Background: an optimization exercise with open tools, aiming at small area. Do not read the settings as production practice. Only simulation tests tie the RTL to the original design; equivalence was not proved.

== rev 12 ==
// top
module top (
  input         Clk,
  input         Reset,   
  input         InValid,
  input  [19:0] InData1,
  input  [19:0] InData2,
  input  [19:0] InData3,
  input  [19:0] InData4,
  output        OutValid,
  output [19:0] OutData1,
  output [19:0] OutData2,
  output [19:0] OutData3,
  output [19:0] OutData4
);
  localparam [15:0] PR1 = 16'b1010010010010010;
  localparam [15:0] PR2 = 16'b1100100100100100;
  localparam [15:0] PR3 = 16'b1100100100100100;
  localparam [15:0] PR4 = 16'b1100100100100100;
  localparam [15:0] PR5 = 16'b1100100100100100;
  localparam [15:0] PR6 = 16'b1100100100100100;
  localparam D = 5;
  function integer pc(input [15:0] v);
    integer i;
    begin
      pc = 0;
      for (i = 0; i < 16; i = i + 1) if (v[i]) pc = pc + 1;
    end
  endfunction
  localparam T1 = pc(PR1);
  localparam T2 = T1 + pc(PR2);
  localparam T3 = T2 + pc(PR3);
  localparam T4 = T2 + pc(PR4);
  localparam IN5 = (T3 > T4) ? T3 : T4;
  localparam T5 = IN5 + pc(PR5);
  localparam T6 = T5 + pc(PR6);
  localparam TL = T6 + 3 + D + 7;
  reg          inv_q;
  reg [TL-1:1] tl;
  wire [TL-1:0] vt = {tl, InValid & ~inv_q};
  always @(posedge Clk or negedge Reset) begin
    if (!Reset) begin
      inv_q <= 1'b0;
      tl    <= 0;
    end else begin
      inv_q <= InValid;
      tl    <= vt[TL-2:0];
    end
  end
  wire [19:0] r1, r2, r3, r4;
  CORDIC_ARRAY #(.PR1(PR1), .PR2(PR2), .PR3(PR3), .PR4(PR4), .PR5(PR5), .PR6(PR6), .TL(TL)) arr (
    .Clk(Clk), .vt(vt),
    .a1(InData1), .a2(InData2), .a3(InData3), .a4(InData4),
    .r1(r1), .r2(r2), .r3(r3), .r4(r4));
  BACKSUB #(.T3(T3), .T5(T5), .T6(T6), .D(D), .TL(TL)) bs (
    .Clk(Clk), .vt(vt), .r1(r1), .r2(r2), .r3(r3), .r4(r4),
    .OutValid(OutValid), .OutData1(OutData1), .OutData2(OutData2),
    .OutData3(OutData3), .OutData4(OutData4));
endmodule
For scale: about 3500 flip-flops, roughly 0.31 mm^2 of cells after synthesis.
Settings: LEC_CHECK=0, ABC_AREA=1, CAP_MARGIN=20, CORE_MARGIN=2, CORE_UTILIZATION=40, CTS_CLUSTER_DIAMETER=120, CTS_CLUSTER_SIZE=22, SLEW_MARGIN=20; clock period 11.0 ns.
run.sh (not shown) runs the stock make flow with config.mk's settings and CLKGATE_MAP_FILE= SYNTH_SCRIPT=/design/flow/synth_recipe.tcl, a recipe that flattens the netlist after the stock synthesis.
Rev 12: done, clean on timing, DRC and antenna
Modified inputs, rev 13 compared to rev 12
Settings: GPL_TIMING_DRIVEN newly set to 0.
## What came out
Summary — via count, rev 13 relative to rev 12: higher, by 1.0%.
Going from rev 12 to rev 13, buffers plus inverters on the worst setup path grows by 2.


== v38 ==
Starting RTL as in the previous note.
export LEC_CHECK = 0
export ABC_AREA = 1
export CAP_MARGIN = 20
export CORE_MARGIN = 2
export CORE_UTILIZATION = 55
export CTS_CLUSTER_DIAMETER = 120
export CTS_CLUSTER_SIZE = 22
export PLACE_DENSITY = 0.72
export SLEW_MARGIN = 20
create_clock -name core_clock -period 11.0 [get_ports {Clk}]
v38 reached the final stage; the timing, design-rule and antenna checks on its layout passed.
diff inputs: v38 => v13
diff --git a/flow/config.mk b/flow/config.mk
--- a/flow/config.mk
+++ b/flow/config.mk
@@ -10,6 +10,6 @@
 export CORE_MARGIN = 2
-export CORE_UTILIZATION = 55
-export CTS_CLUSTER_DIAMETER = 120
-export CTS_CLUSTER_SIZE = 22
-export PLACE_DENSITY = 0.72
+export CORE_UTILIZATION = 40
+export CTS_CLUSTER_DIAMETER = 140
+export CTS_CLUSTER_SIZE = 25
+export PLACE_DENSITY = 0.7
 export SLEW_MARGIN = 20
==> comparison <==
v38 was smaller in final cell area than v13.
Compared with v38, in v13 met3 demand-to-capacity share in global routing down 0.60 points; cell row count moved up; highest attainable clock frequency ~0 delta.
### v13 -> v50
diff --git a/flow/config.mk b/flow/config.mk
--- a/flow/config.mk
+++ b/flow/config.mk
@@ -10,6 +10,6 @@
 export CORE_MARGIN = 2
-export CORE_UTILIZATION = 40
-export CTS_CLUSTER_DIAMETER = 140
-export CTS_CLUSTER_SIZE = 25
-export PLACE_DENSITY = 0.7
+export CORE_UTILIZATION = 65
+export CTS_CLUSTER_DIAMETER = 120
+export CTS_CLUSTER_SIZE = 22
+export PLACE_DENSITY = 0.8
 export SLEW_MARGIN = 20
Notes after the runs:
v50 against v13: area added between synthesis and finish now smaller, via count of the first global-routing pass now larger. Delta (v50 minus v13): routed via count divided by cell count went up 0.52, global routing usage on met2 shows an increase of 23 points. Diff v13 -> v50: hold slack fell 0.012 ns. Compared with v13, in v50 area of the die now smaller; post-cts repair resize count now smaller; number of cells on the critical path now larger. Area taken by multi-input logic gates essentially unchanged between v13 and v50.

-- re-timing with driven ports --
In the flow no input, the clock included, has a driving cell. The finished layouts below were timed again as built, in two steps.
Step 1 sets driving cells, clkbuf_16 on the clock port and buf_2 on the other inputs (assumed; they add their load-dependent delay and slew).
Step 2 times the ports against the registers' clock, not the clock port: input delays grow and output delays shrink by t, the midpoint of the rising clock arrivals with the driver on.
Slacks: ideal / step 1 / step 2; pairs: ideal / step 1.
| run | shift t [ns] | slack for setup (ns) | slew at the worst register clock pin (ns) |
|---|---|---|---|
| rev 12 | 1.153 | 0.408 / 0.266 / 0.276 | 0.11 / 0.11 |
| rev 13 | 1.129 | 0.137 / 0.001 / 0.056 | 0.11 / 0.11 |
| v38 | 1.116 | 0.272 / 0.149 / 0.244 | 0.11 / 0.11 |
| v13 | 1.143 | 0.271 / 0.135 / 0.025 | 0.12 / 0.12 |
| v50 | 1.096 | 0.327 / 0.204 / 0.228 | 0.11 / 0.11 |
After both steps every run listed still meets setup and hold. The setup slack of v13, which loses most, moves by -0.136 ns with the drivers and by -0.246 ns with both steps.
